From an optimization exercise on the open Yosys and OpenROAD flow, aimed at small area and a short achievable clock period; shortcuts taken in it are not production practice. In this exercise RTL edits were held to simulation tests only and were not proved equivalent to the original. Power figures rest on the tool's default switching activity, not on a simulated workload.

Design adder_32bit, start of the top module:
module adder_32bit(
    input clk,
    input rst,
    input [31:0] i_a,
    input [31:0] i_b,
    input i_vld,
    output [31:0] o_res,
    output reg o_res_vld,
    output overflow
);
For scale: roughly 36 flip-flops, roughly 100 I/O pins.
Settings: LEC_CHECK=0, ABC_AREA=1, CAP_MARGIN=20, CORE_MARGIN=2, CORE_UTILIZATION=40, CTS_BUF_LIST=sky130_fd_sc_hd__clkbuf_4 sky130_fd_sc_hd__clkbuf_8, SLEW_MARGIN=20; clock period 40.0 ns.
standard.sh (not shown) runs the stock make flow with config.mk's settings and CLKGATE_MAP_FILE= SYNTH_SCRIPT=/design/flow/synth_recipe.tcl, a recipe that flattens the netlist after the stock synthesis.
==> flow/flow/run.sh <==
#!/bin/bash
# The standard ORFS layout with three changes:
#  - ABC maps with the script below (area mapping, no buffering; the
#    layout's repair steps size and buffer instead),
#  - plain buf_1 cells as the port buffers,
#  - timing repair aimed at setup slack >= 26 ns.
set -euo pipefail
rm -rf scripts_custom
cp -r "$FLOW_HOME/scripts" scripts_custom
printf '%s\n' 'strash' 'dch' 'map -a' 'topo' 'stime -c' 'buffer -c' 'upsize -c' 'dnsize -c' > scripts_custom/abc_area.script
bash standard.sh SCRIPTS_DIR="$PWD/scripts_custom" \
    BUFFER_PORTS_ARGS="-buffer_cell sky130_fd_sc_hd__buf_1" \
    SETUP_SLACK_MARGIN=26 finish > make_finish.log 2>&1
==> next run, changes <==
==> flow/flow/run.sh (replaced) <==
#!/bin/bash
# The standard ORFS layout with two changes:
#  - plain buf_1 cells as the port buffers,
#  - timing repair aimed at setup slack >= 28 ns.
set -euo pipefail
bash standard.sh BUFFER_PORTS_ARGS="-buffer_cell sky130_fd_sc_hd__buf_1" \
    SETUP_SLACK_MARGIN=28 finish > make_finish.log 2>&1
- CTS_BUF_LIST: sky130_fd_sc_hd__clkbuf_4 sky130_fd_sc_hd__clkbuf_8 -> default
Combinational power went up by 34%.
Critical path depth falls by 6.
Cell area increases by about 33%.
Die area went up by about 10%.
Via count came out higher by 32%.
Routed wire length came out higher by about 40%.
Total power came out higher by about 30%.
Worst setup slack gains 1.0 ns.
Final cell count goes up by about 25%.


Setup of east:
adder_32bit, a different RTL version from the one above (not shown whole).
==> flow/config.mk <==
export PLATFORM = sky130hd
export DESIGN_NAME = adder_32bit
export DESIGN_NICKNAME = adder_32bit
export VERILOG_FILES = /design/flow/design.v
export SDC_FILE = /design/flow/constraint.sdc
export NUM_CORES = 4
export LEC_CHECK = 0
export ABC_AREA = 1
export CAP_MARGIN = 20
export CORE_MARGIN = 2
export CORE_UTILIZATION = 40
export SLEW_MARGIN = 20
==> flow/constraint.sdc <==
create_clock -name core_clock -period 40.0 [get_ports {clk}]
set_input_delay 8.0000 -clock core_clock [delete_from_list [all_inputs] [get_ports {clk}]]
set_output_delay 8.0000 -clock core_clock [all_outputs]
set_load 0.01 [all_outputs]
==> flow/flow/run.sh <==
#!/bin/bash
# Standard layout, with plain buf_1 cells as the port buffers and timing
# repair aimed at setup slack >= 26 ns.
set -euo pipefail
bash standard.sh BUFFER_PORTS_ARGS="-buffer_cell sky130_fd_sc_hd__buf_1" SETUP_SLACK_MARGIN=26 finish > make_finish.log 2>&1
east | status: complete | timing, DRC, antenna: pass
--- input diff east..middle ---
Settings: swapping 40 for 65 in CORE_UTILIZATION.
==> flow/flow/run.sh <==
#!/bin/bash
# The standard ORFS layout with three changes:
#  - ABC maps with the script below (area mapping, no buffering; the
#    layout's repair steps size and buffer instead),
#  - plain buf_1 cells as the port buffers,
#  - timing repair aimed at setup slack >= 26 ns.
set -euo pipefail
rm -rf scripts_custom
cp -r "$FLOW_HOME/scripts" scripts_custom
printf '%s\n' strash dch 'map -a' topo 'stime -c' > scripts_custom/abc_area.script
bash standard.sh SCRIPTS_DIR="$PWD/scripts_custom" \
    BUFFER_PORTS_ARGS="-buffer_cell sky130_fd_sc_hd__buf_1" \
    SETUP_SLACK_MARGIN=26 finish > make_finish.log 2>&1
## What came out
On middle: fraction of power consumed by sequential logic is 0.5 points higher than what east gave. middle: all stages complete, timing, DRC and antenna checks passed. Relative to east, net switching fraction of the power has increased by 0.66 points in middle. middle vs east: via count of the first global-routing pass down by more than 10%. [compare] base=east new=middle: clock share of power shrank by 2.5 points, vertical extent of the die has decreased, multi-input gate share of total cell area level, synthesized area went down, final core utilization moved up. middle vs east — worst setup slack dropped 910 ps. Detailed-route vias per instance for middle: 19% up relative to east.

## what the ideal ports hide
In the flow no input, the clock included, has a driving cell. The finished layouts below were timed again as built, in two steps.
Step 1 (the two cells are an assumption about what drives the block):
set clk [get_ports {clk}]
set_driving_cell -lib_cell sky130_fd_sc_hd__clkbuf_16 $clk
set_driving_cell -lib_cell sky130_fd_sc_hd__buf_2 [delete_from_list [all_inputs] $clk]
Step 2, shift: input delay + t, output delay - t, t = (earliest + latest rising clock arrival at the registers) / 2. This alone moves slack from input paths to output paths.
Three values: no drivers, after step 1, after step 2; two values: the first two.
| run | t, ns | slack for setup (ns) | hold WS [ns] | latest minus earliest clock arrival (ns) | cell pins on the clock port's net |
|---|---|---|---|---|---|
| the first run of note 1 | 0.318 | 25.893 / 25.905 / 25.587 | 7.761 / 7.747 / 8.065 | 0.008 / 0.008 | 1 |
| the second run of note 1 | 0.306 | 26.901 / 26.884 / 26.578 | 7.550 / 7.537 / 7.843 | 0.004 / 0.004 | 1 |
| east | 0.310 | 26.249 / 26.259 / 25.949 | 7.776 / 7.761 / 8.071 | 0.005 / 0.004 | 1 |
| middle | 0.312 | 25.343 / 25.349 / 25.037 | 7.572 / 7.568 / 7.880 | 0.010 / 0.010 | 1 |
After both steps every run listed still meets setup and hold. For the second run of note 1, which loses most, drivers alone change the setup slack by -0.017 ns; drivers and shift together by -0.323 ns.
